This is an optimization exercise on Yosys and OpenROAD, whose aim is small area, a short achievable clock period and few clock cycles per item, not a production implementation. RTL that was checked went through simulation tests only; none was proved equivalent to the original. Power and IR drop assume default switching activity.

== cedar ==
## ELA
module ELA(clk, rst, in_data, data_rd, req, wen, addr, data_wr, done);
	input				clk;
	input				rst;
	input		[7:0]	in_data;
	input		[7:0]	data_rd;
	output reg			req;
	output reg			wen;
	output reg	[9:0]	addr;
	output reg	[7:0]	data_wr;
	output reg			done;
reg				s_start;	 
reg				s_arr;		 
reg				s_wo;		 
reg				s_rt;		 
reg				s_rb;		 
reg				s_w;		 
reg				s_fin;		 
reg		[3:0]	r;			 
reg				head;		 
reg				sel_t2;		 
reg				sel_b1;		 
reg		[7:0]	t0, t1, t2, b0, b1;
reg		[7:0]	dreg, sreg;	 
reg		[7:0]	best;		 
reg				cur_r;		 
wire	[4:0]	col = addr[4:0];
wire	[3:0]	rm1 = r - 4'd1;
wire			arr_end = s_arr && !req && (col == 5'd30);
wire			tail = s_w && !head && (col == 5'd30);
always @(posedge clk or posedge rst) begin
	if (rst) begin
		s_start <= 1'b1;
		s_arr <= 1'b0;
		s_wo <= 1'b0;
		s_rt <= 1'b0;
		s_rb <= 1'b0;
		s_w <= 1'b0;
		s_fin <= 1'b0;
	end else begin
		s_start <= 1'b0;
		s_arr <= s_start || (s_arr && !(arr_end && r != 4'd0)) || (tail && r != 4'd15);
		s_wo <= arr_end && r != 4'd0;
		s_rt <= s_wo || (s_w && !tail);
		s_rb <= s_rt;
		s_w <= s_rb;
		s_fin <= s_fin || (tail && r == 4'd15);
	end
end
always @(posedge clk) begin
	sel_t2 <= s_wo || (s_w && !tail);
	sel_b1 <= s_rb;
	done <= s_fin;
	req <= s_start || (arr_end && r == 4'd0) || (tail && r != 4'd15);
	if (s_start)
		r <= 4'd0;
	else if ((arr_end && r == 4'd0) || tail)
		r <= r + 4'd1;
	if (s_wo)
		head <= 1'b1;
	else if (s_rb && col == 5'd1)
		head <= 1'b0;
  ...
Size: ~350 cells after synthesis, about 100 flip-flops.
export LEC_CHECK = 0
export CAP_MARGIN = 20
export CORE_MARGIN = 2
export CORE_UTILIZATION = 70
export SETUP_SLACK_MARGIN = 3.0
export SLEW_MARGIN = 20
export TNS_END_PERCENT = 5
create_clock -name core_clock -period 5.5 [get_ports {clk}]
run.sh (not shown) runs the stock make flow with config.mk's settings and CLKGATE_MAP_FILE= SYNTH_SCRIPT=/design/flow/synth_recipe.tcl, a recipe that flattens the netlist after the stock synthesis.
[inputs] tundra vs cedar
Settings: a change of SETUP_SLACK_MARGIN from 3.0 to 3.3.
==> flow/flow/run.sh (new file) <==
#!/bin/bash
# Standard layout, with the port buffers made from buf_2 cells instead of
# the delay buffers buffer_ports picks by default.
set -euo pipefail
export BUFFER_PORTS_ARGS="-buffer_cell sky130_fd_sc_hd__buf_2"
bash standard.sh > standard.log 2>&1
==> flow/standard.sh (new file) <==
#!/bin/bash
# synth_recipe.tcl (not shown) runs the flow's synth.tcl, then flattens the netlist and writes it again
# the make line also repeats each setting of config.mk as NAME=value (left out here)
make -C /OpenROAD-flow-scripts/flow DESIGN_CONFIG=/design/flow/config.mk WORK_HOME=/design/flow/orfs CLKGATE_MAP_FILE= SYNTH_SCRIPT=/design/flow/synth_recipe.tcl "${@:-finish}"
removed: flow/run.sh
### Flow results
Required time of the critical path, cedar and tundra: larger value in cedar
Critical path depth, cedar and tundra, higher one = tundra.
Core utilization: tundra lower than cedar
Sort cedar and tundra by number of buffers and inverters on the critical path, ascending, and tundra comes first.
On setup slack: tundra sits above cedar.
The final cell count without fillers in tundra was lower than what cedar gave.
Summary of tundra over cedar: part of the cycle the worst path needs dropped 3.0 points, highest net fanout along the worst path climbed 2.
diff inputs: tundra => violet
Settings: SETUP_SLACK_MARGIN now 3.0, was 3.3.
### Flow results
Number of remaining DRC errors delta (tundra -> violet): insignificant. Port buffer count came out exactly the same in tundra and violet. violet -> tundra: half-perimeter wire length after placement delta 0, exact match. Synthesized net count: violet vs tundra identical.
No run of this note included a check of the RTL's function; only the layout flow was run.

The RTL this note starts from:
==> flow/design.v <==
`timescale 1ns/10ps
module ELA(clk, rst, in_data, data_rd, req, wen, addr, data_wr, done);
	input				clk;
	input				rst;
	input		[7:0]	in_data;
	input		[7:0]	data_rd;
	output reg			req;
	output reg			wen;
	output reg	[9:0]	addr;
	output reg	[7:0]	data_wr;
	output reg			done;
reg				s_start;	 
reg				s_arr;		 
reg				s_rt;		 
reg				s_rb;		 
reg				s_w;		 
reg				s_fin;		 
reg		[3:0]	r;			 
reg				head;		 
reg				h0;			 
reg				a0;			 
reg				c_rt;		 
reg				c_rb;
reg				c_w;
reg				go_int;		 
reg				row0_end;	 
reg				tail;		 
reg				edge_px;	 
reg		[7:0]	opa, opb, u0, u1, v0;
reg		[7:0]	dreg, sreg;	 
reg		[7:0]	best;		 
reg				cur_r;		 
reg		[4:0]	col;		 
wire	[3:0]	rm1 = r - 4'd1;
always @(posedge clk or posedge rst) begin
	if (rst) begin
		s_start <= 1'b1;
		s_arr <= 1'b0;
		s_rt <= 1'b0;
		s_rb <= 1'b0;
		s_w <= 1'b0;
		s_fin <= 1'b0;
	end else begin
		s_start <= 1'b0;
		s_arr <= s_start || (s_arr && !go_int) || (tail && r != 4'd15);
		s_rt <= go_int || (s_w && !tail);
		s_rb <= s_rt;
		s_w <= s_rb;
		s_fin <= s_fin || (tail && r == 4'd15);
	end
end
always @(posedge clk) begin
	go_int <= s_arr && !a0 && (col == 5'd29) && (r != 4'd0);
	row0_end <= s_arr && !a0 && (col == 5'd29) && (r == 4'd0);
	tail <= s_rb && !head && (col == 5'd0);
	edge_px <= (s_w && col == 5'd31) || (s_rt && edge_px);
	c_rt <= go_int || (s_w && !tail);
	c_rb <= s_rt;
	c_w <= s_rb;
	done <= s_fin;
	req <= s_start || (row0_end) || (tail && r != 4'd15);
	a0 <= (s_start || row0_end || (tail && r != 4'd15)) && !s_fin;
	if (s_start)
		r <= 4'd0;
	else if ((row0_end) || tail)
		r <= r + 4'd1;
	if (go_int)
		h0 <= 1'b1;
	else if (s_rb)
		h0 <= 1'b0;
	if (go_int)
		head <= 1'b1;
	else if (s_rb && col == 5'd1)
		head <= 1'b0;
	wen <= (s_arr && !go_int) || (s_rb && (!head || h0)) || tail;
end
reg		[4:0]	col_inc;
always @(*) begin
	if (s_rt)
		col_inc = 5'd0;
	else if (s_rb)
		col_inc = h0 ? 5'd31 : 5'd30;
	else if (s_w && !tail)
		col_inc = head ? 5'd2 : 5'd3;
	else if (go_int)
		col_inc = 5'd2;
	else
		col_inc = 5'd1;
end
always @(posedge clk) begin
	addr[4:0] <= (s_arr && req) ? 5'd0 : col + col_inc;
	col <= (s_arr && a0) ? 5'd0 : col + col_inc;
	addr[5] <= (s_rb && !h0) || tail;
	addr[9:6] <= ((s_arr && !go_int) || s_rt || (s_rb && h0)) ? r : rm1;
end
always @(posedge clk) begin
	if (c_rt)
		opa[3:0] <= u0[3:0];
	else if (c_rb)
		opa[3:0] <= data_rd[3:0];
	else
		opa[3:0] <= u1[3:0];
	if (c_rt)
		opa[7:4] <= u0[7:4];
	else if (c_rb)
		opa[7:4] <= data_rd[7:4];
	else
		opa[7:4] <= u1[7:4];
	if (c_w) begin
		u0 <= opa;
		u1 <= u0;
	end
	if (c_rb) begin
		opb <= v0;
		v0 <= opb;
	end else if (c_w) begin
		opb <= data_rd;
	end
end
reg		[7:0]	dg, dp, dG, dP;
reg		[7:0]	sg, sp, sG, sP;
reg		[7:0]	absd, avg;
integer			i, k;
always @(*) begin
	dg = opa & ~opb;
	dp = opa ^ ~opb;
	sg = opa & opb;
	sp = opa ^ opb;
	dG = dg;
	dP = dp;
	sG = sg;
	sP = sp;
	for (k = 1; k < 8; k = k * 2) begin
		for (i = 7; i >= k; i = i - 1) begin
			dG[i] = dG[i] | (dP[i] & dG[i-k]);
			dP[i] = dP[i] & dP[i-k];
			sG[i] = sG[i] | (sP[i] & sG[i-k]);
			sP[i] = sP[i] & sP[i-k];
		end
	end
	absd[0] = dp[0] ^ 1'b1;
	for (i = 1; i < 8; i = i + 1)
		absd[i] = dp[i] ^ (dG[i-1] | dP[i-1]);
	if (!(dG[7] | dP[7])) begin
		absd[0] = ~dp[0];
		for (i = 1; i < 8; i = i + 1)
			absd[i] = ~(dp[i] ^ dG[i-1]);
	end
	for (i = 1; i < 8; i = i + 1)
		avg[i-1] = sp[i] ^ sG[i-1];
	avg[7] = sG[7];
end
always @(posedge clk) begin
	dreg <= absd;
	sreg <= avg;
end
wire			cin = s_rb && cur_r;
reg		[7:0]	cG, cP;
always @(*) begin
	cG = best & ~dreg;
	cP = best ^ ~dreg;
	for (k = 1; k < 8; k = k * 2)
		for (i = 7; i >= k; i = i - 1) begin
			cG[i] = cG[i] | (cP[i] & cG[i-k]);
			cP[i] = cP[i] & cP[i-k];
		end
end
wire			win = cG[7] | (cP[7] & cin);
always @(posedge clk) begin
	if (s_w || (s_rt && !edge_px && !h0 && win)) begin
		best <= dreg;
		cur_r <= s_rt;
	end
	if (s_arr)
		data_wr <= in_data;
	else if (s_w || ((s_rt || s_rb) && !edge_px && !h0 && win))
		data_wr <= sreg;
end
endmodule
==> flow/config.mk <==
export PLATFORM = sky130hd
export DESIGN_NAME = ELA
export DESIGN_NICKNAME = ELA
export VERILOG_FILES = /design/flow/design.v
export SDC_FILE = /design/flow/constraint.sdc
export NUM_CORES = 4
export LEC_CHECK = 0
export ABC_AREA = 1
export CAP_MARGIN = 20
export CORE_MARGIN = 2
export CORE_UTILIZATION = 70
export SETUP_SLACK_MARGIN = 3.7
export SLEW_MARGIN = 20
export TNS_END_PERCENT = 5
==> flow/constraint.sdc <==
create_clock -name core_clock -period 5.5 [get_ports {clk}]
set_input_delay 1.1000 -clock core_clock [delete_from_list [all_inputs] [get_ports {clk}]]
set_output_delay 1.1000 -clock core_clock [all_outputs]
set_load 0.01 [all_outputs]
standard.sh (not shown) runs the stock make flow with config.mk's settings and CLKGATE_MAP_FILE= SYNTH_SCRIPT=/design/flow/synth_recipe.tcl, a recipe that flattens the netlist after the stock synthesis.
==> flow/flow/run.sh <==
#!/bin/bash
# Standard layout with two changes: the port buffers are buf_2 cells instead
# of the delay buffers buffer_ports picks by default, and clock tree
# synthesis runs with the arguments below (no dummy loads).
set -euo pipefail
export BUFFER_PORTS_ARGS="-buffer_cell sky130_fd_sc_hd__buf_2"
export CTS_ARGS="-sink_clustering_enable -repair_clock_nets -dont_use_dummy_load"
bash standard.sh > standard.log 2>&1
The first run produced a clean layout.
Next try:
- ABC_AREA: 1 -> unset
- SETUP_SLACK_MARGIN: 3.7 -> 3.4
The changed run went through all stages and came out clean.
Global-route usage shrinks by 0.56 points.
Register-to-register slack got worse by 160 ps.
Fmax drops by 7.6%.
Power drops by 8.8%.
Sequential power fell by 4.4%.
Clock power barely changes.
No run of this note included a check of the RTL's function; only the layout flow was run.

try-garnet:
ELA, a different RTL version from the one above (not shown whole).
Size in the first run: about 390 cells after synthesis, roughly 39 I/O pins.
==> flow/design.v (excerpt) <==
module ELA(clk, rst, in_data, data_rd, req, wen, addr, data_wr, done);
	input				clk;
	input				rst;
	input		[7:0]	in_data;
	input		[7:0]	data_rd;
	output reg			req;
	output reg			wen;
	output reg	[9:0]	addr;
	output reg	[7:0]	data_wr;
	output reg			done;
reg				s_start;	 
reg				s_arr;		 
reg				s_wo;		 
reg				s_rt;		 
reg				s_rb;		 
reg				s_w;		 
reg				s_fin;		 
reg		[3:0]	r;			 
reg				head;		 
reg		[7:0]	t0, t1, t2, b0, b1;
reg		[7:0]	dreg, sreg;	 
reg		[7:0]	best;		 
reg				cur_r;		 
wire	[4:0]	col = addr[4:0];
wire	[3:0]	rm1 = r - 4'd1;
wire			arr_end = s_arr && !req && (col == 5'd30);
wire			tail = s_w && !head && (col == 5'd30);
always @(posedge clk or posedge rst) begin
	if (rst) begin
		s_start <= 1'b1;
		s_arr <= 1'b0;
		s_wo <= 1'b0;
		s_rt <= 1'b0;
		s_rb <= 1'b0;
		s_w <= 1'b0;
		s_fin <= 1'b0;
	end else begin
		s_start <= 1'b0;
		s_arr <= s_start || (s_arr && !(arr_end && r != 4'd0)) || (tail && r != 4'd15);
		s_wo <= arr_end && r != 4'd0;
		s_rt <= s_wo || (s_w && !tail);
		s_rb <= s_rt;
		s_w <= s_rb;
		s_fin <= s_fin || (tail && r == 4'd15);
	end
end
always @(posedge clk) begin
	done <= s_fin;
	req <= s_start || (arr_end && r == 4'd0) || (tail && r != 4'd15);
	if (s_start)
		r <= 4'd0;
	else if ((arr_end && r == 4'd0) || tail)
		r <= r + 4'd1;
	if (s_wo)
		head <= 1'b1;
	else if (s_rb && col == 5'd1)
		head <= 1'b0;
	wen <= s_arr || (s_rb && !head) || tail;
end
always @(posedge clk) begin
	if (s_arr) begin
		addr[9:5] <= {r, 1'b0};
		addr[4:0] <= req ? 5'd0 : col + 5'd1;
	end else if (s_wo) begin
		addr[9:5] <= {rm1, 1'b0};
		addr[4:0] <= col + 5'd1;
	end else if (s_rt) begin
		addr[9:5] <= {r, 1'b0};
	end else if (s_rb) begin
		addr[9:5] <= {rm1, 1'b1};
		addr[4:0] <= col - 5'd2;
	end else if (s_w) begin
		if (tail) begin
			addr[4:0] <= col + 5'd1;
		end else begin
			addr[9:5] <= {rm1, 1'b0};
			addr[4:0] <= col + 5'd3;
		end
	end
end
always @(posedge clk) begin
	if (s_rb) begin
		t0 <= data_rd;
		t1 <= t0;
		t2 <= t1;
	end
	if (s_w) begin
		b0 <= data_rd;
		b1 <= b0;
	end
end
wire	[7:0]	opa = s_rt ? t2 : t0;
wire	[7:0]	opb = s_w ? b1 : b0;
wire	[8:0]	sum = {1'b0, opa} + {1'b0, opb};
always @(posedge clk) begin
	dreg <= (opa >= opb) ? (opa - opb) : (opb - opa);
	sreg <= sum[8:1];
end
wire			edge_px = (col == 5'd2);
wire			lt = dreg < best;
wire			eq = dreg == best;
always @(posedge clk) begin
  ...
==> flow/config.mk <==
export PLATFORM = sky130hd
export DESIGN_NAME = ELA
export DESIGN_NICKNAME = ELA
export VERILOG_FILES = /design/flow/design.v
export SDC_FILE = /design/flow/constraint.sdc
export NUM_CORES = 4
export LEC_CHECK = 0
export CAP_MARGIN = 20
export CORE_MARGIN = 2
export CORE_UTILIZATION = 70
export SETUP_SLACK_MARGIN = 2.5
export SLEW_MARGIN = 20
==> flow/constraint.sdc <==
create_clock -name core_clock -period 5.5 [get_ports {clk}]
set_input_delay 1.1000 -clock core_clock [delete_from_list [all_inputs] [get_ports {clk}]]
set_output_delay 1.1000 -clock core_clock [all_outputs]
set_load 0.01 [all_outputs]
run.sh (not shown) runs the stock make flow with config.mk's settings and CLKGATE_MAP_FILE= SYNTH_SCRIPT=/design/flow/synth_recipe.tcl, a recipe that flattens the netlist after the stock synthesis.
Stock flow here: none of the scripts above is used.
Testbench counts of try-garnet, summed over its fixed seeds: cycles 64,448, images 32.
### try-garnet -> try-lagoon
- swapping 70 for 40 in CORE_UTILIZATION
[summary]
- Summary — global placement routability congestion, try-lagoon relative to try-garnet: lower, by 5.4%.
- From try-lagoon to try-garnet, number of sequential cells in the layout did not move at all.
- Cmp try-garnet and try-lagoon / fraction of area in multi-input gates / higher: try-garnet
- try-lagoon vs try-garnet, total internal power went up by 140 uW.
- Looking at sequential share of cell area, try-lagoon sits 1.3 points lower than try-garnet does.
- Changes observed in try-lagoon relative to try-garnet: synthesized instance count was more or less identical, first-pass GRT wire length went up by 590 um, clock-buffer cell count went up by 1.
- try-garnet has a higher number of global-route vias before repair than try-lagoon.
- try-lagoon has more setup slack than try-garnet.
- The final reports for try-lagoon and try-garnet show final area higher in the former.
--- input diff try-lagoon..try-yarrow ---
- SETUP_SLACK_MARGIN changed from 2.5 to 3.5
Results
try-yarrow drops more vias than try-lagoon.
Wire length on met2 in try-yarrow is 20% higher than in try-lagoon
The wire length after detailed routing reported for try-yarrow is greater than that of try-lagoon by about 10%.
The final reports for try-yarrow and try-lagoon show cell area higher in the former.
try-lagoon → try-yarrow: layout overhead on the synthesized area up 15 points, sequential share of layout area now smaller, part of the total power dissipated in the clock network shows an increase of 1.8 points, peak clock frequency supported by timing increased about 13%.
The following lists how try-juniper was set up differently from try-yarrow:
- CTS_CLUSTER_SIZE newly set to 30
- SETUP_SLACK_MARGIN changed from 3.5 to 3.0
- CTS_BUF_LIST newly set to sky130_fd_sc_hd__clkbuf_8
- CORE_UTILIZATION changed from 40 to 70
- TNS_END_PERCENT newly set to 5
==> run summary <==
try-juniper vs try-yarrow: detailed-route wire length up by a few percent. try-yarrow consumes more power than try-juniper. try-juniper ended with every stage complete and zero timing, DRC or antenna violations. Compared with try-yarrow, try-juniper shows a lower number of instances in the placed design. Per the comparison of try-juniper with try-yarrow, number of standard cells in the final layout excluding fillers fell 15%; post-placement cell area now smaller; cell area went down by 10%; latest clock arrival within the worst-skew pair increased by 0.03 ns relative to the old numbers; die area fell by about 40%. try-juniper: global router's overall resource usage 12 points above try-yarrow. Row data required time at the worst endpoint: try-juniper higher / try-yarrow lower.
--- input diff try-juniper..try-fjord ---
- CTS_CLUSTER_SIZE: 30 -> unset
- CTS_BUF_LIST: sky130_fd_sc_hd__clkbuf_8 -> unset
--- outcome ---
Summary: with try-juniper as the reference, cell area power density in try-fjord moved down slightly. On cell area after layout: try-fjord sits below try-juniper. try-fjord against try-juniper: highest achievable clock rate level, required arrival time at the worst endpoint did not really move, utilization went down 0.47 points.

-- afterwards: timing with drivers on the ports --
The results above use ideal ports. As a check the final layouts listed here were re-extracted and re-timed, cells and wires unchanged.
Step 1 (the two cells are an assumption about what drives the block):
set clk [get_ports {clk}]
set_driving_cell -lib_cell sky130_fd_sc_hd__clkbuf_16 $clk
set_driving_cell -lib_cell sky130_fd_sc_hd__buf_2 [delete_from_list [all_inputs] $clk]
Step 2 times the ports against the registers' clock, not the clock port: input delays grow and output delays shrink by t, the midpoint of the rising clock arrivals with the driver on.
Slacks: ideal / step 1 / step 2; pairs: ideal / step 1.
run	t (ns)	setup slack, ns	hold WS [ns]	clock arrival spread, ns
cedar	0.392	2.427 / 2.427 / 2.427	0.418 / 0.418 / 0.418	0.015 / 0.016
tundra	0.383	2.592 / 2.592 / 2.592	0.411 / 0.411 / 0.411	0.019 / 0.019
violet	0.383	2.592 / 2.592 / 2.592	0.411 / 0.411 / 0.411	0.019 / 0.019
the first run of note 2	0.384	3.510 / 3.482 / 3.514	0.437 / 0.437 / 0.437	0.040 / 0.040
the second run of note 2	0.387	3.345 / 3.345 / 3.345	0.430 / 0.430 / 0.430	0.025 / 0.025
try-garnet	0.390	2.731 / 2.731 / 2.731	0.387 / 0.387 / 0.387	0.013 / 0.014
try-lagoon	0.379	2.738 / 2.738 / 2.738	0.372 / 0.372 / 0.372	0.013 / 0.012
try-yarrow	0.378	3.062 / 3.062 / 3.062	0.385 / 0.385 / 0.385	0.006 / 0.006
try-juniper	0.392	2.837 / 2.837 / 2.837	0.417 / 0.417 / 0.417	0.017 / 0.017
try-fjord	0.389	2.841 / 2.841 / 2.841	0.413 / 0.413 / 0.413	0.015 / 0.015
After both steps setup and hold are still met in every run listed.
